From an optimization exercise on the open Yosys and OpenROAD flow, aimed at small area, a short achievable clock period and few clock cycles; shortcuts taken in it are not production practice.
At most, simulation tests tie the RTL to the original design; equivalence was not proved.
Only the layout flow was run in runs 2 and 3; the RTL was not checked for function there.
No run shown here takes its clock network from TritonCTS; it comes from the design's own scripts or RTL.
The clock port is modelled as an ideal driver, which makes a skipped or thinned clock tree look cheaper than it is; a real chip needs a root buffer or a tree.
No activity file was given, so power comes from the tool's default toggle rates.

## flow/run.sh

```bash
#!/bin/bash
# Own layout flow: the standard ORFS flow (standard.sh; the synthesis is
# the standard one, run first on its own), with
#  - the make settings listed in flow/knobs.txt (one per line): small port
#    buffers and timing repair aimed past the clock period;
#  - the clock tree built by flow/mycts.tcl instead of TritonCTS: the clock
#    port drives a few clkbuf_16 cells, each driving the flip-flops of one
#    region, all with the same number of buffers on the clock path. Only that
#    call in a copy of ORFS's cts.tcl is changed.
# Each tool's full output goes to its ORFS log under orfs/logs/; make's own
# output goes to flow_make_*.log in the work folder.
set -euo pipefail
args=()
while IFS= read -r line; do
  [[ -z "$line" || "$line" == \#* ]] && continue
  args+=("$line")
done < flow/knobs.txt
bash standard.sh "${args[@]}" synth > flow_make_synth.log 2>&1
rm -rf myscripts
cp -r "$FLOW_HOME/scripts" myscripts
python3 - <<'PY'
p = 'myscripts/cts.tcl'
s = open(p).read()
old = 'log_cmd clock_tree_synthesis {*}$cts_args'
assert s.count(old) == 1
s = s.replace(old, 'source $::env(MYCTS_TCL)\nmy_cts_auto')
open(p, 'w').write(s)
PY
bash standard.sh "${args[@]}" "SCRIPTS_DIR=$PWD/myscripts" "MYCTS_TCL=$PWD/flow/mycts.tcl" finish > flow_make_finish.log 2>&1
```

## flow/knobs.txt

```
BUFFER_PORTS_ARGS=-buffer_cell sky130_fd_sc_hd__buf_1
SETUP_SLACK_MARGIN=7.8
MYCTS_NR=4
MYCTS_NL=8
MYCTS_ROOT=sky130_fd_sc_hd__clkbuf_8
MYCTS_LEAF=sky130_fd_sc_hd__clkbuf_16
```

## flow/mycts.tcl

```tcl
# Clock tree built by hand: the clock port drives NR root buffers; each root
# drives its share of NL leaf buffers; each leaf drives the flip-flops of
# one region. Regions come from a size-balanced k-means on the flip-flop
# positions. With NR = 0 the port drives the leaf buffers directly.
proc mycts_kmeans {pts k} {
  set n [llength $pts]
  set cap [expr {int(ceil(double($n) / $k))}]
  set cent {}
  set xs [lsort -real -index 0 $pts]
  for {set c 0} {$c < $k} {incr c} { lappend cent [lindex $xs [expr {int(($c + 0.5) * $n / $k)}]] }
  for {set iter 0} {$iter < 40} {incr iter} {
    # balanced assignment: points in order of their best-distance advantage
    set cand {}
    set idx 0
    foreach p $pts {
      set ds {}
      for {set c 0} {$c < $k} {incr c} {
        set q [lindex $cent $c]
        lappend ds [list $c [expr {abs([lindex $p 0]-[lindex $q 0]) + abs([lindex $p 1]-[lindex $q 1])}]]
      }
      set ds [lsort -real -index 1 $ds]
      set gap [expr {$k > 1 ? [lindex $ds 1 1] - [lindex $ds 0 1] : 0}]
      lappend cand [list $idx $gap $ds]
      incr idx
    }
    set cand [lsort -real -decreasing -index 1 $cand]
    set cnt [lrepeat $k 0]
    set asg [lrepeat $n 0]
    foreach cd $cand {
      foreach d [lindex $cd 2] {
        set c [lindex $d 0]
        if {[lindex $cnt $c] < $cap} {
          lset asg [lindex $cd 0] $c
          lset cnt $c [expr {[lindex $cnt $c] + 1}]
          break
        }
      }
    }
    set newc {}
    for {set c 0} {$c < $k} {incr c} {
      set xl {}; set yl {}
      foreach p $pts a $asg { if {$a == $c} { lappend xl [lindex $p 0]; lappend yl [lindex $p 1] } }
      if {[llength $xl] > 0} {
        set xl [lsort -real $xl]; set yl [lsort -real $yl]
        set m [expr {[llength $xl] / 2}]
        lappend newc [list [lindex $xl $m] [lindex $yl $m]]
      } else { lappend newc [lindex $cent $c] }
    }
    set cent $newc
  }
  return [list $asg $cent]
}

proc mycts_inst_center {inst} {
  set b [$inst getBBox]
  return [list [expr {([$b xMin]+[$b xMax])/2.0}] [expr {([$b yMin]+[$b yMax])/2.0}]]
}

proc mycts_add_buf {block master name innet x y} {
  set inst [odb::dbInst_create $block $master $name]
  set net [odb::dbNet_create $block "${name}_net"]
  $net setSigType CLOCK
  [$inst findITerm A] connect $innet
  [$inst findITerm X] connect $net
  # place with the cell centred on (x, y)
  set w [[$inst getMaster] getWidth]
  set h [[$inst getMaster] getHeight]
  $inst setLocation [expr {int($x - $w/2)}] [expr {int($y - $h/2)}]
  $inst setPlacementStatus PLACED
  return [list $inst $net]
}

proc my_cts {nr nl root_master leaf_master {clkname clk}} {
  set db [ord::get_db]
  set block [ord::get_db_block]
  set rm [$db findMaster $root_master]
  set lm [$db findMaster $leaf_master]
  set clknet [$block findNet $clkname]
  set sinks {}
  set pts {}
  foreach it [$clknet getITerms] {
    set inst [$it getInst]
    if {[[$inst getMaster] isSequential]} {
      lappend sinks $it
      lappend pts [mycts_inst_center $inst]
    }
  }
  lassign [mycts_kmeans $pts $nl] asg cent
  # roots
  set rootnets {}
  set rasg {}
  if {$nr > 0} {
    lassign [mycts_kmeans $cent $nr] rasg rcent
    for {set r 0} {$r < $nr} {incr r} {
      set q [lindex $rcent $r]
      lassign [mycts_add_buf $block $rm "mycts_root_$r" $clknet [lindex $q 0] [lindex $q 1]] inst net
      lappend rootnets $net
    }
  }
  for {set c 0} {$c < $nl} {incr c} {
    set q [lindex $cent $c]
    set innet $clknet
    if {$nr > 0} { set innet [lindex $rootnets [lindex $rasg $c]] }
    lassign [mycts_add_buf $block $lm "mycts_leaf_$c" $innet [lindex $q 0] [lindex $q 1]] inst net
    set cnt 0
    foreach it $sinks a $asg { if {$a == $c} { $it disconnect; $it connect $net; incr cnt } }
    puts "mycts: leaf $c at $q drives $cnt flip-flops"
  }
}

# Called from the patched cts.tcl in place of clock_tree_synthesis.
proc my_cts_auto {} {
  my_cts $::env(MYCTS_NR) $::env(MYCTS_NL) $::env(MYCTS_ROOT) $::env(MYCTS_LEAF)
}
```

## standard.sh

```bash
#!/bin/bash
# synth_recipe.tcl (not shown) runs the flow's synth.tcl, then flattens the netlist and writes it again
# the make line also repeats each setting of config.mk as NAME=value (left out here)
make -C /OpenROAD-flow-scripts/flow DESIGN_CONFIG=/design/flow/config.mk WORK_HOME=/design/flow/orfs CLKGATE_MAP_FILE= SYNTH_SCRIPT=/design/flow/synth_recipe.tcl "${@:-finish}"
```

## config.mk

```make
export PLATFORM = sky130hd
export DESIGN_NAME = linear_layer_with_mem
export DESIGN_NICKNAME = linear_layer_with_mem
export VERILOG_FILES = /design/flow/design.v
export SDC_FILE = /design/flow/constraint.sdc
export NUM_CORES = 8
export LEC_CHECK = 0
export CAP_MARGIN = 20
export CORE_MARGIN = 2
export CORE_UTILIZATION = 65
export SLEW_MARGIN = 20
```

## constraint.sdc

```tcl
create_clock -name core_clock -period 11.0 [get_ports {clk}]
set_input_delay 2.2000 -clock core_clock [delete_from_list [all_inputs] [get_ports {clk}]]
set_output_delay 2.2000 -clock core_clock [all_outputs]
set_load 0.01 [all_outputs]
```

## design.v

```verilog
module linear_layer_with_mem #(
    parameter DATA_WIDTH    = 8,
    parameter W_WIDTH       = 8,
    parameter ACC_WIDTH     = 32,
    parameter ADDR_WIDTH    = 8,
    parameter DATABUS_WIDTH = 32,
    parameter N = 8,
    parameter M = 8
)(
    input  wire clk,
    input  wire rst,
    input  wire start,
    input  wire [ADDR_WIDTH-1:0] activ_base,
    input  wire [ADDR_WIDTH-1:0] weight_base,
    input  wire [ADDR_WIDTH-1:0] bias_base,
    input  wire [ADDR_WIDTH-1:0] output_base,
    output reg mem_w,
    output reg mem_sel,
    output reg done,
    output reg out_valid,
    output wire [ADDR_WIDTH-1:0]    address_bus,
    input  wire [DATABUS_WIDTH-1:0] data_bus_in,
    output wire [DATABUS_WIDTH-1:0] data_bus_out,
    input  wire                     ready
);
    localparam PH_IDLE = 3'b100, PH_ACT = 3'b000, PH_BIAS = 3'b001,
               PH_WGT = 3'b010, PH_OUT = 3'b011, PH_DONE = 3'b111;
    reg [2:0] phase;
    reg [2:0] i, j;        
    reg [1:0] k;           
    reg       busy;        
    reg       rdy_q, rdy_qq;    
    reg       ov1;
    reg [7:0]  act [0:7];
    reg [8:0]  wq;         
    reg [15:0] bl;         
    reg        pneg;       
    reg        psgn;       
    reg [31:0] r;
    reg [7:0]  address;
    assign address_bus  = address;
    assign data_bus_out = r;
    wire xfer = mem_sel & ready;
    wire [15:0] bl_n;
    wire        pneg_n, psgn_n;
    llwm_pp u_pp (.a(act[0]), .trip(wq[2:0]), .k(k), .en(busy),
                  .bl(bl_n), .pneg(pneg_n), .psgn(psgn_n));
    wire [15:0] lsum;
    wire        c16;
    llwm_add16 u_add (.a(r[15:0]), .b(bl), .ci(pneg), .s(lsum), .co(c16));
    wire [15:0] hi1, hi0;
    llwm_hi u_hi (.h(r[31:16]), .sgn(psgn), .o1(hi1), .o0(hi0));
    wire [31:0] sum = {c16 ? hi1 : hi0, lsum};
    wire [7:0] addr_n;
    llwm_addr u_addr (.phase(phase), .i(i), .j(j), .rdy_q(rdy_q), .rdy_qq(rdy_qq),
                      .address(address),
                      .activ_base(activ_base), .weight_base(weight_base),
                      .bias_base(bias_base), .output_base(output_base),
                      .o(addr_n));
    always @(posedge clk or posedge rst) begin
        if (rst) begin
            phase <= PH_IDLE;
            i <= 0; j <= 0; k <= 0;
            busy <= 0; rdy_q <= 0; rdy_qq <= 0;
            mem_sel <= 0; mem_w <= 0;
            done <= 0; out_valid <= 0; ov1 <= 0;
        end else begin
            rdy_q <= xfer;
            rdy_qq <= rdy_q;
            ov1 <= xfer & mem_w;
            out_valid <= (xfer & mem_w) | ov1;
            mem_w <= (phase == PH_OUT);
            if (busy) begin
                k <= k + 2'd1;
                if (k == 2'd3) busy <= 0;
            end
            case (phase)
                PH_IDLE: if (start) begin
                    phase <= PH_ACT;
                    mem_sel <= 1;
                end
                PH_DONE: ;
                default: begin
                    mem_sel <= ~xfer & ~((rdy_q | rdy_qq) & (phase == PH_OUT));
                    if (xfer) begin
                        case (phase)
                            PH_ACT: begin
                                j <= j + 3'd1;
                                if (j == 3'd7) phase <= PH_BIAS;
                            end
                            PH_BIAS: phase <= PH_WGT;
                            PH_WGT: begin
                                busy <= 1;
                                j <= j + 3'd1;
                                if (j == 3'd7) phase <= PH_OUT;
                            end
                            default: begin
                                i <= i + 3'd1;
                                if (i == 3'd7) begin
                                    phase <= PH_DONE;
                                    done <= 1;
                                end else
                                    phase <= PH_BIAS;
                            end
                        endcase
                    end
                end
            endcase
        end
    end
    wire rot = busy & (k == 2'd3);
    integer n;
    always @(posedge clk) begin
        address <= addr_n;
        wq <= busy ? {2'b00, wq[8:2]} : {data_bus_in[7:0], 1'b0};
        bl <= bl_n;
        pneg <= pneg_n;
        psgn <= psgn_n;
        if (phase == PH_ACT)
            act[7] <= data_bus_in[7:0];
        else if (rot)
            act[7] <= act[0];
        if ((rdy_q && phase == PH_ACT) || rot)
            for (n = 0; n < 7; n = n + 1) act[n] <= act[n+1];
        r <= (phase == PH_BIAS) ? data_bus_in : sum;
    end
endmodule
module llwm_pp (
    input  wire [7:0]  a,
    input  wire [2:0]  trip,
    input  wire [1:0]  k,
    input  wire        en,
    output wire [15:0] bl,
    output wire        pneg,
    output wire        psgn
);
    wire s_neg = trip[2] & ~(trip[1] & trip[0]);
    wire s_one = trip[1] ^ trip[0];
    wire s_two = (trip[2] & ~trip[1] & ~trip[0]) | (~trip[2] & trip[1] & trip[0]);
    wire [9:0] ppx = (({10{s_one}} & {{2{a[7]}}, a}) |
                      ({10{s_two}} & {a[7], a, 1'b0})) ^ {10{s_neg}};
    reg  [15:0] b;
    always @* begin
        case (k)
            2'd0: b = {{6{ppx[9]}}, ppx};
            2'd1: b = {{4{ppx[9]}}, ppx, {2{s_neg}}};
            2'd2: b = {{2{ppx[9]}}, ppx, {4{s_neg}}};
            default: b = {ppx, {6{s_neg}}};
        endcase
    end
    assign bl   = en ? b : 16'd0;
    assign pneg = en & s_neg;
    assign psgn = en & ppx[9];
endmodule
module llwm_addr (
    input  wire [2:0] phase,
    input  wire [2:0] i,
    input  wire [2:0] j,
    input  wire       rdy_q,
    input  wire       rdy_qq,
    input  wire [7:0] address,
    input  wire [7:0] activ_base,
    input  wire [7:0] weight_base,
    input  wire [7:0] bias_base,
    input  wire [7:0] output_base,
    output wire [7:0] o
);
    reg [7:0] nbase;
    always @* begin
        case (phase[1:0])
            2'd0: nbase = activ_base;
            2'd1: nbase = bias_base;
            2'd2: nbase = weight_base;
            default: nbase = output_base;
        endcase
    end
    wire [5:0] off = {i & {3{phase[1] & ~phase[0]}}, j | (i & {3{phase[0]}})};
    wire [5:0] offg = off & {6{rdy_qq}};
    assign o = (phase[2] | rdy_q) ? nbase : address + {2'd0, offg};
endmodule
module llwm_add16 (
    input  wire [15:0] a,
    input  wire [15:0] b,
    input  wire        ci,
    output wire [15:0] s,
    output wire        co
);
    wire [15:0] g0 = a & b;
    wire [15:0] p0 = a ^ b;
    reg  [15:0] G, P;
    integer lv, n;
    always @* begin
        G = g0; P = p0;
        for (lv = 0; lv < 4; lv = lv + 1)
            for (n = 0; n < 16; n = n + 1)
                if ((n % (2 << lv)) == (2 << lv) - 1) begin
                    G[n] = G[n] | (P[n] & G[n - (1 << lv)]);
                    P[n] = P[n] & P[n - (1 << lv)];
                end
        for (lv = 2; lv >= 0; lv = lv - 1)
            for (n = 0; n < 16; n = n + 1)
                if ((n % (2 << lv)) == (1 << lv) - 1 && n >= (2 << lv)) begin
                    G[n] = G[n] | (P[n] & G[n - (1 << lv)]);
                    P[n] = P[n] & P[n - (1 << lv)];
                end
    end
    wire [16:0] c = {G | (P & {16{ci}}), ci};
    assign s  = p0 ^ c[15:0];
    assign co = c[16];
endmodule
module llwm_hi (
    input  wire [15:0] h,
    input  wire        sgn,
    output wire [15:0] o1,
    output wire [15:0] o0
);
    wire [15:0] all1, all0;
    assign all1[0] = 1'b1;
    assign all0[0] = 1'b1;
    genvar gi;
    generate for (gi = 1; gi < 16; gi = gi + 1) begin : pre
        assign all1[gi] = &h[gi-1:0];
        assign all0[gi] = ~|h[gi-1:0];
    end endgenerate
    assign o1 = h ^ ({16{~sgn}} & all1);
    assign o0 = h ^ ({16{sgn}} & all0);
endmodule
```

==> run notes, run 1 <==
Synth Cell Area 6950 um^2; GR Overflow Total 0; GP Congestion approximately 0.86; largest family of logic cells by synthesized area simple AND/OR/NAND/NOR gates; post-route setup TNS 0 ps; async set-reset flop share out of synthesis between 10% and 20%; layout cells sized above 1 9.02%; final setup violation count 0; unrepaired setup endpoints after global routing false; row count 37; worst skew pair latency 300 ps; Nets 824; antenna diode count 0; drt first-iter violations 402; Die W 107 um; CP Class flip-flop to output pin; count of cell types in the netlist 64; PnR worst setup slack 7860 ps; Starting Density 67.0%; Leakage between 2 and 3 nW; Hold Buf Count CTS 0; initial antenna violation count 0; P&R area growth vs syn 12.1%; Post-Syn Nets 721; Buffers on Ports 111; Synth Area in Compound Gates about 13%; share of the yosys chip area belonging to registers 53.5%; Startpoint Class flip-flop; Clock Skews 23.6 ps; CP required 8800 ps; first-pass GRT wire length 22.5 mm; EDFF count, synth 64; Buf+Inv Stages, Crit Path 1; ys flop type dfxtp_1; final non-filler cell area approximately 7800 um^2; Worst path top cell family by delay flip-flops; final wirelength 14.1 mm; VDD IR max 197 uV; commonest non-fill, non-tap cell in the layout buf_1; CP max-delay cell dfxtp_1; via count 4950; pre-CTS setup slack 7500 ps; post-DR wirelength/cell 16.4 um; Final Hold Viols 0; post-DP HPWL 9.81 mm; number of global-route vias before repair 4685; fin crit period 3140 ps; Slew headroom 40.9%; core area 10400 um^2; most frequent cells in the layout buf_1 (111), nand2_1 (65), dfxtp_1 (65); Synth Area in Simple Gates roughly an eighth; first-pass detailed-route iteration total 5; synth warn 6; Yosys reg bits 149; final core utilization around 75%; Clock transition at path regs 80 ps; placed cell area approximately 7500 um^2; Post-Syn Instances 620; crit path cell chain buf_1; fin. max-slew vios 0; IO Pins 112; Antenna Violating Nets Remaining 0; Peak Freq 318 MHz; Synth Area in XOR/XNOR 4.92%; DR vias/cell 5.78; CP Max Fanout 6; filler instances 731; Post-Synth Adder-Cell Area 6.16%; endpoint class of the critical path output pin; Max Cap Viol 0; die height around 110 um; total power 2.19 mW; status timing/DRC/antenna clean; DR DRC count 0; Worst Path Arrival 940 ps; Multi-input gate area 3120 um^2; Final period util 28.6%; Register Area 3720 um^2; overall die area 11500 um^2; PwrDens about 280 nW/um^2; GRT Total Usage 24.1%; Slew @ Worst Pin 887 ps; Crit path largest cell delay 470 ps; Post-Synthesis Mean Instance Area 11.2 um^2; Tightest Hold Check Type flip-flop to flip-flop; largest net degree at the start of global routing 57; post-synthesis mux area share between 7 and 8%
## cells by family (layout without fill, tap and decap cells)
family / after synthesis / count (layout)
AOI/OAI and AO/OA: 140 / 140
xor gates and xnor gates: 39 / 39
adders and majority gates: 33 / 33
buffers and inverters: 46 / 147
DFF: 149 / 149
muxes: 37 / 37
and+or+nand+nor: 176 / 176
## what timing repair did
action	4_1_cts	5_1_grt
buffers inserted	1	0
endpoints found under the setup margin	7	4
pin swaps	2	0
gates resized for setup	6	3
## synthesized netlist by cell type (8+ instances only)
master / count / share of area, %
inv_1: 20 / 1.1
nand2_1: 66 / 3.6
and2_1: 8 / 0.72
nor2_1: 34 / 1.8
nor3_1: 9 / 0.65
dfrtp_1: 18 / 6.5
clkbuf_1: 24 / 1.3
a21oi_1: 34 / 2.4
nor2b_1: 10 / 0.90
xnor2_1: 23 / 2.9
mux2i_1: 10 / 1.4
mux2_2: 19 / 3.1
mux4_2: 8 / 2.6
xor2_1: 16 / 2.0
a21o_1: 9 / 0.97
nand3_1: 8 / 0.58
ha_1: 31 / 5.6
edfxtp_1: 64 / 28
a22oi_1: 13 / 1.4
dfxtp_1: 66 / 19
o21ai_0: 40 / 2.9
## where the power goes
group	switching, mW	leakage, nW	internal, mW
logic	0.523	1.46	0.401
clock network	0.158	0.127	0.163
registers	0.167	1.36	0.779
total	0.847	2.95	1.34
## area by class of cell
type | count | share of cell area [%]
tap | 136 | 2.18
timing repair buffer | 115 | 5.73
inverter | 20 | 0.964
multi-input combinational | 425 | 40.0
sequential | 149 | 47.8
buffer | 12 | 3.28
## path summary, 6_finish.rpt
path | startpoint | end | slack (ps) | cells past startpoint
worst max-delay path | r[24] | data_bus_out[24] | 7860 | 1
worst min-delay path | act[1][6] | act[0][6] | 410 | 0
worst max register to register | bl[6] | r[20] | 8180 | 9
worst min register to register | act[1][6] | act[0][6] | 410 | 0
max in group asynchronous | rst | phase[0] | 8520 | 2
min in group asynchronous | rst | j[2] | 1980 | 2
## routing by layer
metal,global-route usage [%],up-vias,routed length (um)
li1,-,2445,-
met1,33.8,2346,6330
met2,40.9,135,6750
met3,2.72,24,721
met4,5.04,0,293
met5,0,-,0
## state kept, by name, indices dropped and copies added, names as in the netlist, 2 cells and up
name     count
phase        3
r           32
i            3
wq           9
act         64
k            2
address      8
bl          15
j            3
## per-stage QoR
stage / hold slack [ps] / std cells
after global placement: 403 / 844
final: 407 / 857
after CTS: 405 / 857
after detailed placement: 405 / 844
after global routing: 417 / 857
after floorplan: 387 / 620
Testbench counts, summed over its fixed seeds: cycles 85,824.
==> run 2, diff against run 1 <==
--- a/design.v
+++ b/design.v
@@ -29,7 +29,7 @@
     reg [2:0] i, j;        
     reg [1:0] k;           
     reg       busy;        
-    reg       rdy_q, rdy_qq;    
+    reg       rdy_q, rdy_qq, rdy_q3;   
     reg       ov1;
     reg [7:0]  act [0:7];
     reg [8:0]  wq;         
@@ -52,21 +52,23 @@
     llwm_hi u_hi (.h(r[31:16]), .sgn(psgn), .o1(hi1), .o0(hi0));
     wire [31:0] sum = {c16 ? hi1 : hi0, lsum};
     wire [7:0] addr_n;
-    llwm_addr u_addr (.phase(phase), .i(i), .j(j), .rdy_q(rdy_q), .rdy_qq(rdy_qq),
+    llwm_addr u_addr (.phase(phase), .i(i), .j(j), .rdy_q(rdy_qq), .rdy_qq(rdy_q3),
                       .address(address),
                       .activ_base(activ_base), .weight_base(weight_base),
                       .bias_base(bias_base), .output_base(output_base),
                       .o(addr_n));
+    wire last_w = (phase == PH_WGT) & (j == 3'd7);
     always @(posedge clk or posedge rst) begin
         if (rst) begin
             phase <= PH_IDLE;
             i <= 0; j <= 0; k <= 0;
-            busy <= 0; rdy_q <= 0; rdy_qq <= 0;
+            busy <= 0; rdy_q <= 0; rdy_qq <= 0; rdy_q3 <= 0;
             mem_sel <= 0; mem_w <= 0;
             done <= 0; out_valid <= 0; ov1 <= 0;
         end else begin
             rdy_q <= xfer;
             rdy_qq <= rdy_q;
+            rdy_q3 <= rdy_qq;
             ov1 <= xfer & mem_w;
             out_valid <= (xfer & mem_w) | ov1;
             mem_w <= (phase == PH_OUT);
@@ -74,41 +76,40 @@
                 k <= k + 2'd1;
                 if (k == 2'd3) busy <= 0;
             end
+            if (xfer && phase == PH_WGT) busy <= 1;
+            if (xfer && phase == PH_OUT && i == 3'd7) done <= 1;
+            if (phase == PH_IDLE)
+                mem_sel <= start;
+            else if (phase != PH_DONE && !done)
+                mem_sel <= ~xfer & ~(rdy_q & last_w) & ~(rdy_qq & (phase == PH_OUT));
+            else
+                mem_sel <= 0;
             case (phase)
-                PH_IDLE: if (start) begin
-                    phase <= PH_ACT;
-                    mem_sel <= 1;
-                end
+                PH_IDLE: if (start) phase <= PH_ACT;
                 PH_DONE: ;
-                default: begin
-                    mem_sel <= ~xfer & ~((rdy_q | rdy_qq) & (phase == PH_OUT));
-                    if (xfer) begin
-                        case (phase)
-                            PH_ACT: begin
-                                j <= j + 3'd1;
-                                if (j == 3'd7) phase <= PH_BIAS;
-                            end
-                            PH_BIAS: phase <= PH_WGT;
-                            PH_WGT: begin
-                                busy <= 1;
-                                j <= j + 3'd1;
-                                if (j == 3'd7) phase <= PH_OUT;
-                            end
-                            default: begin
-                                i <= i + 3'd1;
-                                if (i == 3'd7) begin
-                                    phase <= PH_DONE;
-                                    done <= 1;
-                                end else
-                                    phase <= PH_BIAS;
-                            end
-                        endcase
-                    end
+                default: if (rdy_q) begin
+                    case (phase)
+                        PH_ACT: begin
+                            j <= j + 3'd1;
+                            if (j == 3'd7) phase <= PH_BIAS;
+                        end
+                        PH_BIAS: phase <= PH_WGT;
+                        PH_WGT: begin
+                            j <= j + 3'd1;
+                            if (j == 3'd7) phase <= PH_OUT;
+                        end
+                        default: begin
+                            i <= i + 3'd1;
+                            phase <= (i == 3'd7) ? PH_DONE : PH_BIAS;
+                        end
+                    endcase
                 end
             endcase
         end
     end
     wire rot = busy & (k == 2'd3);
+    wire act_ph = (phase == PH_ACT);
+    wire act_last = rdy_q & (j == 3'd7);
     integer n;
     always @(posedge clk) begin
         address <= addr_n;
@@ -116,13 +117,13 @@
         bl <= bl_n;
         pneg <= pneg_n;
         psgn <= psgn_n;
-        if (phase == PH_ACT)
+        if (act_ph && !act_last)
             act[7] <= data_bus_in[7:0];
         else if (rot)
             act[7] <= act[0];
-        if ((rdy_q && phase == PH_ACT) || rot)
+        if ((act_ph && rdy_q && !act_last) || rot)
             for (n = 0; n < 7; n = n + 1) act[n] <= act[n+1];
-        r <= (phase == PH_BIAS) ? data_bus_in : sum;
+        r <= (phase == PH_BIAS && !rdy_q) ? data_bus_in : sum;
     end
 endmodule
 module llwm_pp (
==> run notes, run 2 <==
status timing/DRC/antenna clean; cell taking the most area after synthesis edfxtp_1; async set-reset flop share out of synthesis 13.3%; core area 10900 um^2; internal power 1.47 mW; clock network power share 13.8%; combinational power share 43.8%; Tightest Hold Check Type flip-flop to flip-flop; GR Overflow Total 0; GRT Total Usage 24.6%; Slew @ Worst Pin 804 ps; CP Class flip-flop to output pin; met3 WL post-DR around 630 um; post-DP HPWL about 11 mm; first-pass detailed-route iteration total 6; top cells by area, synth edfxtp_1 (26%), dfxtp_1 (18%), dfrtp_1 (6.5%); Buf+Inv Stages, Crit Path 1; first-pass GRT wire length 23.9 mm; share of the yosys chip area belonging to registers 50.9%; count leader, synth dfxtp_1; pre-CTS setup slack 7760 ps; Post-Syn Instances between 600 and 700; layout cells sized above 1 8.45%; row count 38; WL met2 7.49 mm; Top Registers act x64, r x32, bl x15; Max Used Layer met4; R2R setup slack 8120 ps; Peak Freq 318 MHz; fin crit period around 3100 ps; final setup violation count 0; unrepaired setup endpoints after global routing false; placed cell area 7860 um^2; Buffers on Ports 111; Worst path top cell family by delay flip-flops; drt first-iter violations between 400 and 500; CP Max Fanout 8; final non-filler cell area 8130 um^2; Die W roughly 110 um; top post-synthesis cells by count dfxtp_1 (66), edfxtp_1 (64), nand2_1 (57), nor2_1 (49), a21oi_1 (45); post-DR wirelength/cell 16.6 um; post-route setup TNS 0 ps; Startpoint Class flip-flop; Sequential Power Share 42.5%; EDFF count, synth 64; largest net degree at the start of global routing between 50 and 60; Clock transition at path regs 80 ps; Slew headroom 46.1%; Nets 884; VDD IR max slightly above 200 uV; Leakage ~3.1 nW; CP required 8800 ps; Antenna Violating Nets Remaining 0; die height 110 um; M1 wire length ~6.9 mm; most frequent cells in the layout buf_1 (111), edfxtp_1 (64), dfxtp_1 (64); Max Cap Viol 0; Final Hold Viols 0; final wirelength 15.3 mm; fin. max-slew vios 0; PwrDens 296 nW/um^2; Yosys reg bits 150; Post-Synthesis Mean Instance Area 10.7 um^2; Worst Path Arrival 950 ps; antenna diode count 0; Net Sw Frac 39.1%; IO Pins between 100 and 150; ys flop type dfxtp_1; DR vias/cell 6.06; count of cell types in the netlist between 70 and 80; worst skew pair latency 310 ps; Post-Syn Nets between 700 and 800; number of global-route vias before repair 5134; Hold Buf Count CTS 0; synth warn 6; overall die area 12200 um^2; PnR worst setup slack 7850 ps; Starting Density between 60 and 70%; Biggest register act; initial antenna violation count 0; GP Congestion 0.857; endpoint class of the critical path output pin; via count 5582; Switching Power 940 uW; crit path cell chain buf_1; max FFs per register 64; Final period util 28.6%; Crit path largest cell delay roughly 470 ps; Synth Cell Area 7350 um^2; P&R area growth vs syn 10.6%; commonest non-fill, non-tap cell in the layout buf_1; proportion of netlist area held by the largest area contributor a little over a quarter; DR DRC count 0; Clock Skews 32.1 ps; Post-CTS Setup Inserts 0; CP max-delay cell dfxtp_1
## run 2: cells by family after synthesis
family / count (synthesis) / share of synthesized area (%)
XOR/XNOR: 30 / 3.57
adder cells (fa/ha/maj): 33 / 5.82
AND/OR/NAND/NOR: 218 / 15.1
AO/OA/AOI/OAI: 174 / 16.2
flip-flops: 150 / 50.9
multiplexers: 28 / 5.46
buffers and inverters: 55 / 2.84
## run 2: metrics by stage
| step | hold slack (ps) | cells | utilization [%] | total power, mW |
|---|---|---|---|---|
| CTS | 364 | 921 | 74.3 | 2.35 |
| global route | 389 | 921 | 74.4 | 2.57 |
| detailed placement | 366 | 909 | 71.9 | 2.07 |
| global placement | 352 | 909 | 71.9 | 2.00 |
| floorplan | 346 | 688 | - | 1.79 |
| finish | 383 | 921 | 74.4 | 2.41 |
## run 2: final cells by class
class | instances | area (um^2)
Buffer | 12 | 255
Fill cell | 789 | 2800
Inverter | 21 | 78.8
Multi-Input combinational cell | 483 | 3430
Sequential cell | 150 | 3750
Tap cell | 140 | 175
Timing Repair Buffer | 115 | 447
## run 2: final timing paths
check	from	end	cells after the start
max	r[16]	data_bus_out[16]	1
min	rdy_qq	rdy_q3	0
max reg2reg	j[0]	act[2][7]	6
min reg2reg	rdy_qq	rdy_q3	0
max in group asynchronous	rst	phase[1]	2
min in group asynchronous	rst	rdy_q	2
## run 2: power by group through the flow
stage	Clock (mW)	Sequential, mW	Combinational (mW)
final	0.331	1.02	1.05
after global routing	0.356	1.05	1.17
after CTS	0.262	1.03	1.05
after detailed placement	0	1.03	1.04
after global placement	0	1.01	0.991
after floorplan	0	1.00	0.791
## run 2: per-layer routing
metal / track usage (%) / vias up
met5: 0 / -
met2: 43.2 / 160
met3: 2.00 / 27
met1: 33.5 / 2671
li1: - / 2724
met4: 5.71 / 0
## run 2: what timing repair did
action	CTS	global route
cloned	0	0
setup endpoints to repair	56	3
resized for setup	1	3
==> run 3, diff against run 2 <==
==> flow/knobs.txt (replaced) <==
BUFFER_PORTS_ARGS=-buffer_cell sky130_fd_sc_hd__buf_1
SETUP_SLACK_MARGIN=8.0
MYCTS_NR=4
MYCTS_NL=8
MYCTS_ROOT=sky130_fd_sc_hd__clkbuf_8
MYCTS_LEAF=sky130_fd_sc_hd__clkbuf_16
==> run notes, run 3 <==
status timing/DRC/antenna clean; placed insts between 900 and 1000; DR vias/cell 6.03; Die W 110 um; overall die area approximately 12000 um^2; Nets 899; CP required between 8000 and 9000 ps; GR Layer Usage met3 1.82%; PwrDens just under 300 nW/um^2; number of global-route vias before repair 5235; DR DRC count 0; met1 Usage GRT 34.7%; Worst Hold Margin 376 ps; initial antenna violation count 0; via count 5648; count leader, synth dfxtp_1; Clock Skews 22.8 ps; R2R Path End r[27]; VDD IR max 209 uV; R2R setup slack 8150 ps; Final period util 28.4%; antenna diode count 0; largest net degree at the start of global routing 57; path depth of the worst reg2reg path 8; Leakage 3.36 nW; CP max-delay cell dfxtp_2; Buf+Inv Stages, Crit Path 1; first-pass detailed-route iteration total 5; Post-Syn Nets a little under 800; fin crit period 3120 ps; final setup violation count 0; Worst Path Arrival 920 ps; worst setup path end data_bus_out[24]; fin. max-slew vios 0; Synth Cell Area 7350 um^2; Tightest Hold Check Type flip-flop to flip-flop; cell taking the most area after synthesis edfxtp_1; Post-Syn Instances 688; count of cell types in the netlist 71; Buffers on Ports 111; pre-CTS setup slack 7820 ps; final non-filler cell area 8430 um^2; proportion of netlist area held by the largest area contributor 26.1%; Slew @ Worst Pin a little under 800 ps; top cells by area, synth edfxtp_1 (26%), dfxtp_1 (18%), dfrtp_1 (6.5%); post-route setup TNS 0 ps; placed cell area 7860 um^2; PnR worst setup slack 7880 ps; GRT Max-Usage Layer met2; EDFF count, synth 64; GP Congestion about 0.85; final wirelength 15.5 mm; post-DR wirelength/cell roughly 17 um; drt first-iter violations 350; Startpoint Class flip-flop; async set-reset flop share out of synthesis 13.3%; GRT Total Usage approximately a quarter; ys flop type dfxtp_1; top post-synthesis cells by count dfxtp_1 (66), edfxtp_1 (64), nand2_1 (57), nor2_1 (49), a21oi_1 (45); final std cells w/o fill 936; worst skew pair latency roughly 300 ps; Max Cap Viol 0; GR Overflow Total 0; WP depth 1; Final Hold Viols 0; Slew headroom 47.8%; crit path from r[24]; worst r2r src r[7]; endpoint class of the critical path output pin; total power roughly 2.5 mW; Starting Density between 60% and 70%; Yosys reg bits 150; row count 38; final core utilization 77.1%; CP Class flip-flop to output pin; synth warn 6; share of the yosys chip area belonging to registers around half; filler instances 735; unrepaired setup endpoints after global routing true; die height 110 um; Clock transition at path regs 90 ps; P&R area growth vs syn 14.7%; most frequent cells in the layout buf_1 (69), edfxtp_1 (64), nand2_1 (57); commonest non-fill, non-tap cell in the layout buf_1; Peak Freq 321 MHz; Antenna Violating Nets Remaining 0; first-pass GRT wire length ~24 mm; Post-Synthesis Mean Instance Area 10.7 um^2; CP Max Fanout 12; core area between 10000 and 15000 um^2; post-DP HPWL 10.5 mm; layout cells sized above 1 19.8%; max FFs per register 64; met2 usage 43.1%; Worst path top cell family by delay flip-flops; IO Pins between 100 and 150; Biggest register act; Top Registers act x64, r x32, bl x15; Crit path largest cell delay 450 ps; crit path cell chain buf_1
[run 3: worst min-delay path by stage]
stage / cells past startpoint / to / from / slack, ps
4_1_cts: 0 / rdy_q3 / rdy_qq / 360
6_report: 0 / rdy_q3 / rdy_qq / 380
5_1_grt: 0 / rdy_q3 / rdy_qq / 390
3_3_place_gp: 0 / rdy_q3 / rdy_qq / 350
2_1_floorplan: 0 / rdy_q3 / rdy_qq / 350
3_5_place_dp: 0 / rdy_q3 / rdy_qq / 360
[run 3: cell type report]
class                      instances  area [um^2]  share of cell area [%]
buffer                            12          255                    3.03
inverter                          21         78.8                   0.935
multi-input combinational        483         3430                    40.7
sequential                       150         3820                    45.3
tap                              140          175                    2.08
timing repair buffer             130          672                    7.97
[run 3: logic make-up (layout without fill, tap and decap cells)]
logic type / after synthesis / in the layout / share of synthesized area (%)
buffers and inverters: 55 / 163 / 2.84
xor gates and xnor gates: 30 / 30 / 3.57
muxes: 28 / 28 / 5.46
AOI/OAI and AO/OA: 174 / 174 / 16.2
adders and majority gates: 33 / 33 / 5.82
and+or+nand+nor: 218 / 218 / 15.1
DFF: 150 / 150 / 50.9
[run 3: where the power goes]
part	internal, mW	total (mW)	switching (mW)
logic	0.520	1.15	0.628
clock network	0.163	0.328	0.165
registers	0.876	1.04	0.160
[run 3: worst reg2reg max path: stages, from the launching register on]
cell and delay [ps]:
dfxtp_2 330, ha_1 360, and4_1 250, nor2b_1 300, a2111oi_4 120, o21ai_2 620
o2111ai_1 290, xor2_1 220, o31ai_1 270
[run 3: what timing repair did]
item / CTS / global route
gates resized for setup: 6 / 110
hold buffers: 0 / 0
cloned: 0 / 0
buffers inserted: 0 / 15
setup endpoints to repair: 61 / 102
[run 3: per-layer routing]
layer	part of all wire [%]	routed length, um	up-vias
li1	-	-	2756
met5	0	0	-
met2	49	7520	182
met1	45	6910	2679
met3	4.6	704	31
met4	2.1	326	0
==> run 4, diff against run 3 <==
--- a/design.v
+++ b/design.v
@@ -41,22 +41,43 @@
     assign address_bus  = address;
     assign data_bus_out = r;
     wire xfer = mem_sel & ready;
-    wire [15:0] bl_n;
-    wire        pneg_n, psgn_n;
-    llwm_pp u_pp (.a(act[0]), .trip(wq[2:0]), .k(k), .en(busy),
-                  .bl(bl_n), .pneg(pneg_n), .psgn(psgn_n));
+    wire [2:0] trip = wq[2:0];
+    wire [7:0] a = act[0];
+    wire s_neg = trip[2] & ~(trip[1] & trip[0]);
+    wire s_one = trip[1] ^ trip[0];
+    wire s_two = (trip[2] & ~trip[1] & ~trip[0]) | (~trip[2] & trip[1] & trip[0]);
+    wire [9:0] ppx = (({10{s_one}} & {{2{a[7]}}, a}) |
+                      ({10{s_two}} & {a[7], a, 1'b0})) ^ {10{s_neg}};
+    reg  [15:0] bsh;
+    always @* begin
+        case (k)
+            2'd0: bsh = {{6{ppx[9]}}, ppx};
+            2'd1: bsh = {{4{ppx[9]}}, ppx, {2{s_neg}}};
+            2'd2: bsh = {{2{ppx[9]}}, ppx, {4{s_neg}}};
+            default: bsh = {ppx, {6{s_neg}}};
+        endcase
+    end
+    wire [15:0] bl_n   = busy ? bsh : 16'd0;
+    wire        pneg_n = busy & s_neg;
+    wire        psgn_n = busy & ppx[9];
     wire [15:0] lsum;
     wire        c16;
     llwm_add16 u_add (.a(r[15:0]), .b(bl), .ci(pneg), .s(lsum), .co(c16));
-    wire [15:0] hi1, hi0;
-    llwm_hi u_hi (.h(r[31:16]), .sgn(psgn), .o1(hi1), .o0(hi0));
-    wire [31:0] sum = {c16 ? hi1 : hi0, lsum};
-    wire [7:0] addr_n;
-    llwm_addr u_addr (.phase(phase), .i(i), .j(j), .rdy_q(rdy_qq), .rdy_qq(rdy_q3),
-                      .address(address),
-                      .activ_base(activ_base), .weight_base(weight_base),
-                      .bias_base(bias_base), .output_base(output_base),
-                      .o(addr_n));
+    wire [15:0] hpm;
+    llwm_hi u_hi (.h(r[31:16]), .sgn(psgn), .o(hpm));
+    wire [31:0] sum = {r[31:16] ^ (hpm & {16{c16 ^ psgn}}), lsum};
+    reg [7:0] nbase;
+    always @* begin
+        case (phase[1:0])
+            2'd0: nbase = activ_base;
+            2'd1: nbase = bias_base;
+            2'd2: nbase = weight_base;
+            default: nbase = output_base;
+        endcase
+    end
+    wire [5:0] off  = {i & {3{phase[1] & ~phase[0]}}, j | (i & {3{phase[0]}})};
+    wire [5:0] offg = off & {6{rdy_q3}};
+    wire [7:0] addr_n = (phase[2] | rdy_qq) ? nbase : address + {2'd0, offg};
     wire last_w = (phase == PH_WGT) & (j == 3'd7);
     always @(posedge clk or posedge rst) begin
         if (rst) begin
@@ -126,59 +147,6 @@
         r <= (phase == PH_BIAS && !rdy_q) ? data_bus_in : sum;
     end
 endmodule
-module llwm_pp (
-    input  wire [7:0]  a,
-    input  wire [2:0]  trip,
-    input  wire [1:0]  k,
-    input  wire        en,
-    output wire [15:0] bl,
-    output wire        pneg,
-    output wire        psgn
-);
-    wire s_neg = trip[2] & ~(trip[1] & trip[0]);
-    wire s_one = trip[1] ^ trip[0];
-    wire s_two = (trip[2] & ~trip[1] & ~trip[0]) | (~trip[2] & trip[1] & trip[0]);
-    wire [9:0] ppx = (({10{s_one}} & {{2{a[7]}}, a}) |
-                      ({10{s_two}} & {a[7], a, 1'b0})) ^ {10{s_neg}};
-    reg  [15:0] b;
-    always @* begin
-        case (k)
-            2'd0: b = {{6{ppx[9]}}, ppx};
-            2'd1: b = {{4{ppx[9]}}, ppx, {2{s_neg}}};
-            2'd2: b = {{2{ppx[9]}}, ppx, {4{s_neg}}};
-            default: b = {ppx, {6{s_neg}}};
-        endcase
-    end
-    assign bl   = en ? b : 16'd0;
-    assign pneg = en & s_neg;
-    assign psgn = en & ppx[9];
-endmodule
-module llwm_addr (
-    input  wire [2:0] phase,
-    input  wire [2:0] i,
-    input  wire [2:0] j,
-    input  wire       rdy_q,
-    input  wire       rdy_qq,
-    input  wire [7:0] address,
-    input  wire [7:0] activ_base,
-    input  wire [7:0] weight_base,
-    input  wire [7:0] bias_base,
-    input  wire [7:0] output_base,
-    output wire [7:0] o
-);
-    reg [7:0] nbase;
-    always @* begin
-        case (phase[1:0])
-            2'd0: nbase = activ_base;
-            2'd1: nbase = bias_base;
-            2'd2: nbase = weight_base;
-            default: nbase = output_base;
-        endcase
-    end
-    wire [5:0] off = {i & {3{phase[1] & ~phase[0]}}, j | (i & {3{phase[0]}})};
-    wire [5:0] offg = off & {6{rdy_qq}};
-    assign o = (phase[2] | rdy_q) ? nbase : address + {2'd0, offg};
-endmodule
 module llwm_add16 (
     input  wire [15:0] a,
     input  wire [15:0] b,
@@ -212,17 +180,14 @@
 module llwm_hi (
     input  wire [15:0] h,
     input  wire        sgn,
-    output wire [15:0] o1,
-    output wire [15:0] o0
+    output wire [15:0] o
 );
-    wire [15:0] all1, all0;
-    assign all1[0] = 1'b1;
-    assign all0[0] = 1'b1;
+    wire [15:0] t = h ^ {16{sgn}};
+    wire [15:0] m;
+    assign m[0] = 1'b1;
     genvar gi;
     generate for (gi = 1; gi < 16; gi = gi + 1) begin : pre
-        assign all1[gi] = &h[gi-1:0];
-        assign all0[gi] = ~|h[gi-1:0];
+        assign m[gi] = m[gi-1] & t[gi-1];
     end endgenerate
-    assign o1 = h ^ ({16{~sgn}} & all1);
-    assign o0 = h ^ ({16{sgn}} & all0);
+    assign o = m;
 endmodule
==> flow/knobs.txt (replaced) <==
BUFFER_PORTS_ARGS=-buffer_cell sky130_fd_sc_hd__buf_1
SETUP_SLACK_MARGIN=7.8
MYCTS_NR=4
MYCTS_NL=8
MYCTS_ROOT=sky130_fd_sc_hd__buf_8
MYCTS_LEAF=sky130_fd_sc_hd__clkbuf_16
==> run notes, run 4 <==
status timing/DRC/antenna clean; Post-Syn Nets 779; Post-CTS Setup Inserts 0; top post-synthesis cells by count nand2_1 (67), dfxtp_1 (66), edfxtp_1 (64), a21oi_1 (43), nor2_1 (40); final non-filler cell area 7990 um^2; cell taking the most area after synthesis edfxtp_1; Nets between 800 and 900; clock network power share between 10 and 15%; Starting Density around two thirds; Sequential Power Share 42.7%; number of global-route vias before repair 5114; Final Hold Viols 0; layout cells sized above 1 around 8%; Die W 109 um; proportion of netlist area held by the largest area contributor 26.6%; Slew headroom 25.0%; fin. max-slew vios 0; Hold Startpoint rdy_qq; Worst Hold Margin approximately 400 ps; VDD IR max 205 uV; CP Class flip-flop to output pin; Biggest register act; Slew @ Worst Pin 1120 ps; crit path from r[17]; post-route setup TNS 0 ps; IO Pins around 110; final std cells w/o fill 912; internal power between 1 and 1.5 mW; pre-CTS setup slack 7960 ps; CP required slightly below 9000 ps; count of cell types in the netlist 68; post-DP HPWL 10.2 mm; worst skew pair latency 260 ps; first-pass detailed-route iteration total 5; EDFF count, synth 64; first-pass GRT wire length 23.7 mm; unrepaired setup endpoints after global routing false; Leakage between 2 and 3 nW; DR vias/cell about 6; Post-Synthesis Mean Instance Area 10.6 um^2; final core utilization 73.7%; top cells by area, synth edfxtp_1 (27%), dfxtp_1 (18%), dfrtp_1 (6.6%); CP Max Fanout 7; CP max-delay cell dfxtp_1; Max Cap Viol 0; count leader, synth nand2_1; Startpoint Class flip-flop; Net Sw Frac 39.2%; GRT Total Usage 24.5%; endpoint class of the critical path output pin; Buffers on Ports 111; overall die area approximately 12000 um^2; placed insts 900; final setup violation count 0; post-DR wirelength/cell 16.2 um; Peak Freq 322 MHz; GP Congestion 0.843; Tightest Hold Check Type flip-flop to flip-flop; Synth Cell Area 7220 um^2; drt first-iter violations approximately 380; crit path cell chain buf_1; commonest non-fill, non-tap cell in the layout buf_1; row count 38; combinational power share 43.5%; Antenna Violating Nets Remaining 0; PnR worst setup slack between 7000 and 8000 ps; GR Overflow Total 0; WP depth 1; Post-Syn Instances between 600 and 700; share of the yosys chip area belonging to registers 51.9%; async set-reset flop share out of synthesis 13.3%; fin crit period 3100 ps; Switching Power 955 uW; max FFs per register 64; core area 10800 um^2; total power 2.44 mW; worst r2r src r[2]; hold depth 0; Clock transition at path regs about 90 ps; DR DRC count 0; PwrDens 305 nW/um^2; most frequent cells in the layout buf_1 (111), nand2_1 (67), dfxtp_1 (66); Buf+Inv Stages, Crit Path 1; synth warn 3; filler instances 789; final wirelength ~15 mm; ys flop type dfxtp_1; Yosys reg bits 150; Clock Skews 27.7 ps; Final period util 28.2%; Hold Buf Count CTS 0; die height 109 um; Worst Path Arrival around 900 ps; path depth of the worst reg2reg path 8; initial antenna violation count 0; Top Registers act x64, r x32, bl x15; P&R area growth vs syn 10.7%; antenna diode count 0; via count 5510; Worst path top cell family by delay flip-flops; post_cts resized 0; Crit path largest cell delay 440 ps; largest net degree at the start of global routing 57; placed cell area 7730 um^2
## run 4: changes by cell type after synthesis, moves of 5 or more
cell and change:
nand2_1 +10, nor2_1 -9, inv_1 -7, o21a_1 +7, or3_1 +7, xnor2_1 -7
a21o_1 -6, a31oi_1 +5, and2_1 -5, o2111ai_1 -5, o31ai_1 +5, or4_1 +5
## run 4: cells by family after synthesis
family	Yosys count	synth area share, %
and+or+nand+nor	234	16.7
AOI/OAI and AO/OA	164	14.6
DFF	150	51.9
buffers and inverters	47	2.50
adders and majority gates	33	5.93
muxes	30	6.01
xor gates and xnor gates	20	2.43
## run 4: power by group through the flow
| stage | clock (mW) | combinational, mW | sequential [mW] |
|---|---|---|---|
| after floorplan | 0 | 0.810 | 1.01 |
| after global placement | 0 | 1.00 | 1.03 |
| after detailed placement | 0 | 1.05 | 1.05 |
| after CTS | 0.269 | 1.06 | 1.05 |
| after global routing | 0.362 | 1.19 | 1.07 |
| final | 0.335 | 1.06 | 1.04 |
## run 4: worst register-to-register path, delay by kind of cell, from the launching register on
kind	cells	cell delay [ps]
adders and majority gates	1	360
and+or+nand+nor	2	700
DFF	1	330
AOI/OAI and AO/OA	5	1400
## run 4: layout make-up
cell class	instances	area (um^2)	area share [%]
Timing Repair Buffer	115	447	5.59
Inverter	14	52.6	0.657
Buffer	12	260	3.26
Tap cell	140	175	2.19
Sequential cell	150	3750	46.9
Multi-Input combinational cell	481	3310	41.4
## run 4: metal layers
layer  wire, um  part of all wire, %  vias up  track usage (%)
met2       7110                   48      188             42.0
met3        853                  5.8       26             2.25
met4        331                  2.2        0             5.88
li1           -                    -     2700                -
met5          0                    0        -                0
met1       6520                   44     2596             34.0
## run 4: worst paths after layout
check                           slack [ps]                to
worst min-delay path                   400            rdy_q3
min in group asynchronous             2030            rdy_q3
worst min register to register         400            rdy_q3
worst max register to register        8150             r[30]
max in group asynchronous             8420          phase[0]
worst max-delay path                  7900  data_bus_out[17]
Testbench counts of run 4, summed over its fixed seeds: cycles 85,824.
==> run 5, diff against run 4 <==
==> flow/knobs.txt (replaced) <==
BUFFER_PORTS_ARGS=-buffer_cell sky130_fd_sc_hd__buf_1
SETUP_SLACK_MARGIN=7.9
MYCTS_NR=4
MYCTS_NL=8
MYCTS_ROOT=sky130_fd_sc_hd__buf_8
MYCTS_LEAF=sky130_fd_sc_hd__clkbuf_16
==> run notes, run 5 <==
final setup violation count 0; via count 5535; final non-filler cell area 8000 um^2; Buffers on Ports 111; Leakage 2.99 nW; fin. max-slew vios 0; synth warn 3; initial antenna violation count 0; hold depth 0; Final Hold Viols 0; endpoint class of the critical path output pin; Synth Cell Area about 7200 um^2; commonest non-fill, non-tap cell in the layout buf_1; Slew headroom 24.2%; Yosys reg bits 150; post-DR wirelength/cell 16.3 um; Post-Synthesis Mean Instance Area roughly 11 um^2; first-pass GRT wire length 23.7 mm; post-DP HPWL 10.2 mm; IO Pins 112; GP Congestion between 0.8 and 0.9; Slew @ Worst Pin 1140 ps; Post-CTS Setup Inserts 0; Antenna Violating Nets Remaining 0; CP max-delay cell dfxtp_1; DR DRC count 0; path depth of the worst reg2reg path 8; proportion of netlist area held by the largest area contributor 26.6%; Nets 875; Tightest Hold Check Type flip-flop to flip-flop; P&R area growth vs syn 10.8%; EDFF count, synth 64; VDD IR max 205 uV; post-route setup TNS 0 ps; final wirelength 14.9 mm; post_cts resized 0; Starting Density between 60% and 70%; Die W roughly 110 um; placed insts 900; Hold Buf Count CTS 0; PwrDens 305 nW/um^2; fin crit period 3060 ps; Startpoint Class flip-flop; first-pass detailed-route iteration total 7; Post-Syn Nets 779; GRT Total Usage 24.5%; Biggest register act; Buf+Inv Stages, Crit Path 1; layout cells sized above 1 8.81%; top post-synthesis cells by count nand2_1 (67), dfxtp_1 (66), edfxtp_1 (64), a21oi_1 (43), nor2_1 (40); worst r2r src r[2]; Worst path top cell family by delay flip-flops; unrepaired setup endpoints after global routing false; largest net degree at the start of global routing 57; count of cell types in the netlist 68; Worst Path Arrival 860 ps; async set-reset flop share out of synthesis 13.3%; CP required 8800 ps; crit path cell chain buf_1; R2R Path End r[30]; total power 2.44 mW; die height between 100 and 150 um; number of global-route vias before repair ~5100; Max Cap Viol 0; max FFs per register 64; top cells by area, synth edfxtp_1 (27%), dfxtp_1 (18%), dfrtp_1 (6.6%); row count 38; share of the yosys chip area belonging to registers 51.9%; core area 10800 um^2; Final period util between 20% and 30%; R2R setup slack 8160 ps; Post-Syn Instances 678; cell taking the most area after synthesis edfxtp_1; placed cell area 7730 um^2; final std cells w/o fill 912; Clock transition at path regs 90 ps; CP Class flip-flop to output pin; overall die area 12000 um^2; ys flop type dfxtp_1; Clock Skews approximately 28 ps; most frequent cells in the layout buf_1 (111), nand2_1 (67), edfxtp_1 (64); count leader, synth nand2_1; Peak Freq 327 MHz; Hold EP rdy_q3; worst skew pair latency approximately 260 ps; drt first-iter violations 438; Top Registers act x64, r x32, bl x15; CP Max Fanout 5; Hold Startpoint rdy_qq; GR Overflow Total 0; status timing/DRC/antenna clean; antenna diode count 0; Crit path largest cell delay roughly 430 ps; DR vias/cell 6.07
==> run 5: cell counts after synthesis <==
Identical to the previous run, type by type.
==> run 5: how the worst max path moves through the flow <==
stage | endpoint | from | cells past startpoint
6_report | data_bus_out[28] | r[28] | 1
5_1_grt | data_bus_out[24] | r[24] | 1
4_1_cts | address[7] | output_base[7] | 4
3_5_place_dp | address[7] | output_base[7] | 4
3_3_place_gp | address[7] | output_base[7] | 4
2_1_floorplan | act[0][0] | k[0] | 5
==> run 5: layout make-up <==
type | instances | area [um^2]
multi-input cells | 481 | 3310
well taps | 140 | 175
plain buffers | 12 | 260
inverters | 14 | 52.6
fillers | 794 | 2840
flip-flops and latches | 150 | 3760
repair buffers | 115 | 447
==> run 5: per-stage QoR <==
step	utilization, %	setup slack, ps	hold slack [ps]
floorplan	-	7950	352
finish	73.8	7940	398
global route	73.8	7900	414
global placement	71.3	8020	401
CTS	73.7	7960	405
detailed placement	71.3	7960	404
==> run 5: power breakdown <==
part | internal (mW) | total [mW] | switching [mW] | leakage, nW
combinational | 0.451 | 1.06 | 0.611 | 1.45
clock | 0.170 | 0.336 | 0.165 | 0.128
sequential | 0.865 | 1.04 | 0.180 | 1.41
==> run 5: layer usage <==
metal | up-vias | track usage [%] | wire, um
met5 | - | 0 | 0
met4 | 0 | 5.88 | 342
met3 | 30 | 2.25 | 882
met2 | 195 | 42.0 | 7120
met1 | 2614 | 34.0 | 6530
li1 | 2696 | - | -
==> run 5: kinds of logic after synthesis <==
group,after synthesis,share of synthesized area [%]
compound gates,164,14.6
flops,150,51.9
simple gates,234,16.7
buf+inv,47,2.50
fa+ha+maj,33,5.93
xor+xnor,20,2.43
mux,30,6.01
==> run 6, diff against run 5 <==
==> flow/knobs.txt (replaced) <==
BUFFER_PORTS_ARGS=-buffer_cell sky130_fd_sc_hd__buf_1
SETUP_SLACK_MARGIN=7.7
MYCTS_NR=4
MYCTS_NL=8
MYCTS_ROOT=sky130_fd_sc_hd__buf_8
MYCTS_LEAF=sky130_fd_sc_hd__clkbuf_16
==> run notes, run 6 <==
DR DRC count 0; Worst path top cell family by delay flip-flops; most frequent cells in the layout buf_1 (111), nand2_1 (67), dfxtp_1 (66); crit path cell chain buf_1; core area 10800 um^2; status timing/DRC/antenna clean; filler instances roughly 790; worst setup path end data_bus_out[17]; Post-Synthesis Mean Instance Area 10.6 um^2; synth warn 3; IO Pins 112; Die W ~110 um; via count 5510; post_cts resized 0; Top Registers act x64, r x32, bl x15; proportion of netlist area held by the largest area contributor between 20% and 30%; VDD IR max 205 uV; max FFs per register 64; PwrDens 305 nW/um^2; Synth Cell Area 7220 um^2; post-route setup TNS 0 ps; CP Class flip-flop to output pin; drt first-iter violations 376; CP Max Fanout 7; Max Cap Viol 0; Slew @ Worst Pin 1120 ps; fin. max-slew vios 0; endpoint class of the critical path output pin; R2R setup slack 8150 ps; final core utilization 73.7%; initial antenna violation count 0; Worst Path Arrival 900 ps; fin crit period around 3100 ps; crit path from r[17]; unrepaired setup endpoints after global routing false; Peak Freq 322 MHz; Post-Syn Nets between 700 and 800; Buffers on Ports 111; EDFF count, synth 64; Startpoint Class flip-flop; placed insts 900; GR Overflow Total 0; async set-reset flop share out of synthesis between 10% and 20%; path depth of the worst reg2reg path 8; final std cells w/o fill 912; number of global-route vias before repair 5114; Clock Skews 27.7 ps; overall die area 12000 um^2; final setup violation count 0; largest net degree at the start of global routing 57; count leader, synth nand2_1; Clock transition at path regs 90 ps; ys flop type dfxtp_1; antenna diode count 0; first-pass GRT wire length 23.7 mm; top post-synthesis cells by count nand2_1 (67), dfxtp_1 (66), edfxtp_1 (64), a21oi_1 (43), nor2_1 (40); Crit path largest cell delay 440 ps; Slew headroom 25.0%; CP required 8800 ps; Starting Density 66.6%; DR vias/cell between 6 and 7; row count 38; Buf+Inv Stages, Crit Path 1; post-DP HPWL about 10 mm; Tightest Hold Check Type flip-flop to flip-flop; Final Hold Viols 0; P&R area growth vs syn 10.7%; worst r2r src r[2]; CP max-delay cell dfxtp_1; cell taking the most area after synthesis edfxtp_1; Post-Syn Instances 678; share of the yosys chip area belonging to registers between 50% and 60%; Leakage 2.99 nW; Nets 875; WP depth 1; count of cell types in the netlist between 60 and 70; Biggest register act; layout cells sized above 1 between 7 and 8%; first-pass detailed-route iteration total 5; GP Congestion approximately 0.84; commonest non-fill, non-tap cell in the layout buf_1; R2R Path End r[30]; Final period util 28.2%; GRT Total Usage approximately a quarter; Antenna Violating Nets Remaining 0; Yosys reg bits 150; top cells by area, synth edfxtp_1 (27%), dfxtp_1 (18%), dfrtp_1 (6.6%); Hold Buf Count CTS 0; die height 109 um; worst skew pair latency 260 ps; Post-CTS Setup Inserts 0; post-DR wirelength/cell 16.2 um; final wirelength 14.8 mm
==> run 6: cell counts after synthesis <==
No cell type changed its count.
==> run 6: where the power goes <==
group	internal (mW)	leakage (nW)	switching, mW
Clock	0.170	0.128	0.165
Combinational	0.451	1.45	0.611
Sequential	0.861	1.41	0.179
Total	1.48	2.99	0.955
==> run 6: metal layers <==
layer  wire [um]  share of wire, %  track usage (%)
met2        7110                48             42.0
met3         853               5.8             2.25
met1        6520                44             34.0
met5           0                 0                0
met4         331               2.2             5.88
==> run 6: how the worst min path moves through the flow <==
| stage | start | depth (start not counted) | end |
|---|---|---|---|
| 2_1_floorplan | rdy_q | 0 | rdy_qq |
| 3_3_place_gp | act[3][5] | 0 | act[2][5] |
| 3_5_place_dp | rdy_qq | 0 | rdy_q3 |
| 4_1_cts | act[1][2] | 0 | act[0][2] |
| 5_1_grt | rdy_qq | 0 | rdy_q3 |
| 6_report | rdy_qq | 0 | rdy_q3 |
==> run 6: logic make-up after synthesis <==
group / Yosys count / synth area share, %
AND/OR/NAND/NOR: 234 / 16.7
adder cells (fa/ha/maj): 33 / 5.93
AO/OA/AOI/OAI: 164 / 14.6
flip-flops: 150 / 51.9
multiplexers: 30 / 6.01
XOR/XNOR: 20 / 2.43
buffers and inverters: 47 / 2.50
==> run 6: area by class of cell <==
class                   instances  area, um^2  share of cell area (%)
plain buffers                  12         260                    3.26
inverters                      14        52.6                   0.657
multi-input cells             481        3310                    41.4
flip-flops and latches        150        3750                    46.9
well taps                     140         175                    2.19
repair buffers                115         447                    5.59
==> run 6: metrics by stage <==
step                instance area, um^2  setup WS (ps)  power (mW)  hold WS [ps]
detailed placement                 7730           7960        2.10           404
global route                       7990           7840        2.62           414
global placement                   7730           8020        2.04           401
finish                             7990           7900        2.44           398
CTS                                7990           7960        2.38           405
floorplan                          7220           7950        1.82           352
==> run 7, diff against run 6 <==
--- a/flow/run.sh
+++ b/flow/run.sh
@@ -1,8 +1,9 @@
 #!/bin/bash
 # Own layout flow: the standard ORFS flow (standard.sh; the synthesis is
 # the standard one, run first on its own), with
-#  - the make settings listed in flow/knobs.txt (one per line): small port
-#    buffers and timing repair aimed past the clock period;
+#  - the make settings listed in flow/knobs.txt (one per line, @WORK@ stands
+#    for the work folder): small port buffers and timing repair aimed past the
+#    clock period;
 #  - the clock tree built by flow/mycts.tcl instead of TritonCTS: the clock
 #    port drives a few clkbuf_16 cells, each driving the flip-flops of one
 #    region, all with the same number of buffers on the clock path. Only that
@@ -13,7 +14,7 @@
 args=()
 while IFS= read -r line; do
   [[ -z "$line" || "$line" == \#* ]] && continue
-  args+=("$line")
+  args+=("${line//@WORK@/$PWD}")
 done < flow/knobs.txt
 bash standard.sh "${args[@]}" synth > flow_make_synth.log 2>&1
 rm -rf myscripts
==> flow/knobs.txt (replaced) <==
BUFFER_PORTS_ARGS=-buffer_cell sky130_fd_sc_hd__buf_1
SETUP_SLACK_MARGIN=8.0
MYCTS_NR=4
MYCTS_NL=8
MYCTS_ROOT=sky130_fd_sc_hd__buf_8
MYCTS_LEAF=sky130_fd_sc_hd__clkbuf_16
==> run notes, run 7 <==
count of cell types in the netlist 68; post-DR wirelength/cell 16.6 um; Final Hold Viols 0; async set-reset flop share out of synthesis 13.3%; Antenna Violating Nets Remaining 0; die height roughly 110 um; synth warn 3; filler instances 785; Worst Hold Margin around 410 ps; GP Congestion about 0.84; Starting Density 66.6%; GRT Total Usage 24.5%; max FFs per register 64; status timing/DRC/antenna clean; layout cells sized above 1 between 10% and 20%; Leakage 3.11 nW; PwrDens 307 nW/um^2; commonest non-fill, non-tap cell in the layout buf_1; row count 38; count leader, synth nand2_1; Peak Freq 334 MHz; overall die area 12000 um^2; number of global-route vias before repair 5088; Slew headroom 47.8%; P&R area growth vs syn 12.4%; final setup violation count 0; Final period util 27.2%; Tightest Hold Check Type flip-flop to flip-flop; first-pass GRT wire length 23.8 mm; CP Class flip-flop to output pin; Die W between 100 and 150 um; share of the yosys chip area belonging to registers between 50% and 60%; most frequent cells in the layout buf_1 (76), nand2_1 (67), edfxtp_1 (64); VDD IR max roughly 180 uV; Buffers on Ports roughly 110; via count between 5000 and 6000; Clock transition at path regs around 90 ps; largest net degree at the start of global routing 57; Startpoint Class flip-flop; antenna diode count 0; placed insts 900; core area 10800 um^2; worst skew pair latency 270 ps; Yosys reg bits 150; Post-Syn Instances ~680; crit path cell chain clkbuf_2; Worst path top cell family by delay flip-flops; fin crit period about 3000 ps; Worst Path Arrival 790 ps; drt first-iter violations 397; CP max-delay cell dfxtp_4; proportion of netlist area held by the largest area contributor 26.6%; Buf+Inv Stages, Crit Path 1; cell taking the most area after synthesis edfxtp_1; top cells by area, synth edfxtp_1 (27%), dfxtp_1 (18%), dfrtp_1 (6.6%); CP required 8800 ps; endpoint class of the critical path output pin; DR vias/cell roughly 6.1; Clock Skews 23.2 ps; Slew @ Worst Pin between 700 and 800 ps; final std cells w/o fill 915; first-pass detailed-route iteration total 5; Max Cap Viol 0; post-route setup TNS 0 ps; Post-Synthesis Mean Instance Area 10.6 um^2; initial antenna violation count 0; EDFF count, synth 64; Post-Syn Nets 779; unrepaired setup endpoints after global routing true; final wirelength ~15 mm; Hold Buf Count CTS 0; Crit path largest cell delay about 390 ps; post-DP HPWL ~10 mm; IO Pins 112; Nets between 800 and 900; Biggest register act; ys flop type dfxtp_1; Synth Cell Area slightly above 7000 um^2; DR DRC count 0; Top Registers act x64, r x32, bl x15; GR Overflow Total 0; top post-synthesis cells by count nand2_1 (67), dfxtp_1 (66), edfxtp_1 (64), a21oi_1 (43), nor2_1 (40); fin. max-slew vios 0; CP Max Fanout 4
-- run 7: cell counts after synthesis --
Identical to the previous run, type by type.
-- run 7: final timing paths --
check,endpoint,cells after the start,slack (ps),start
setup / recovery,data_bus_out[21],1,8010,r[21]
hold / removal,act[5][2],0,410,act[6][2]
setup reg to reg,r[30],8,8210,r[2]
hold reg to reg,act[5][2],0,410,act[6][2]
max in group asynchronous,phase[0],2,8410,rst
min in group asynchronous,busy,2,2040,rst
-- run 7: where the power goes --
part / total [mW] / internal, mW / switching, mW / leakage (nW)
Clock: 0.341 / 0.171 / 0.170 / 0.128
Sequential: 1.06 / 0.879 / 0.179 / 1.41
Combinational: 1.09 / 0.471 / 0.623 / 1.57
-- run 7: final cells by class --
type,instances,area [um^2],area share (%)
sequential,150,3800,46.8
multi-input combinational,481,3310,40.8
timing repair buffer,118,513,6.32
buffer,12,260,3.21
tap,140,175,2.16
inverter,14,52.6,0.648
-- run 7: stage by stage --
step / area [um^2] / utilization (%) / total power, mW / setup slack (ps)
global placement: 7730 / 71.3 / 2.04 / 8020
finish: 8110 / 74.8 / 2.49 / 8010
detailed placement: 7730 / 71.3 / 2.10 / 7950
global route: 8110 / 74.8 / 2.67 / 7980
CTS: 7990 / 73.7 / 2.38 / 7980
floorplan: 7230 / - / 1.82 / 8100
-- run 7: layer usage --
metal	vias up	GRT usage [%]	share of wire (%)
met1	2642	34.3	45
met4	0	4.16	1.9
li1	2714	-	-
met2	194	42.5	48
met3	25	2.25	5.1
met5	-	0	0
-- run 7: kinds of logic (layout without fill, tap and decap cells) --
family	count (synthesis)	after routing	share of synthesized area [%]
simple gates	234	234	16.7
compound gates	164	164	14.6
flops	150	150	51.9
buf+inv	47	144	2.50
fa+ha+maj	33	33	5.93
mux	30	30	6.01
xor+xnor	20	20	2.43
-- run 7: timing repair --
action	CTS	global route
setup buffers	0	3
resized for setup	1	68
setup endpoints to repair	4	36

-- afterwards: timing with drivers on the ports --
How much do the figures lean on ideal ports? The routed layouts below were timed once more, with nothing changed but the port constraints. Step 1 sets driving cells, clkbuf_16 on the clock port and buf_2 on the other inputs (assumed; they add their load-dependent delay and slew). Step 2 adds t to the input delays and takes it off the output delays; t is the mean of the earliest and latest rising clock arrival at the registers after step 1. Input paths then give back, and output paths get back, about the clock's delay inside the block. Three values: ideal ports, drivers, drivers and shift; two values: the first two.
run | t, ns | setup slack, ns | worst hold slack (ns) | slew at the worst register clock pin (ns) | worst data-port slew with drivers (ns)
run 1 | 0.356 | 7.859 / 7.788 / 7.730 | 0.407 / 0.407 / 0.407 | 0.09 / 0.09 | 0.04
run 2 | 0.349 | 7.851 / 7.796 / 7.892 | 0.383 / 0.383 / 0.383 | 0.08 / 0.08 | 0.04
run 3 | 0.347 | 7.880 / 7.818 / 7.889 | 0.376 / 0.376 / 0.376 | 0.09 / 0.09 | 0.04
run 4 | 0.328 | 7.898 / 7.818 / 7.983 | 0.398 / 0.398 / 0.398 | 0.09 / 0.09 | 0.04
run 5 | 0.328 | 7.943 / 7.864 / 7.983 | 0.398 / 0.398 / 0.398 | 0.09 / 0.09 | 0.04
run 6 | 0.328 | 7.898 / 7.818 / 7.983 | 0.398 / 0.398 / 0.398 | 0.09 / 0.09 | 0.04
run 7 | 0.330 | 8.005 / 7.928 / 7.974 | 0.415 / 0.415 / 0.415 | 0.09 / 0.09 | 0.03
After both steps setup and hold are still met in every run listed. The setup slack of run 1, which loses most, moves by -0.071 ns with the drivers and by -0.129 ns with both steps.
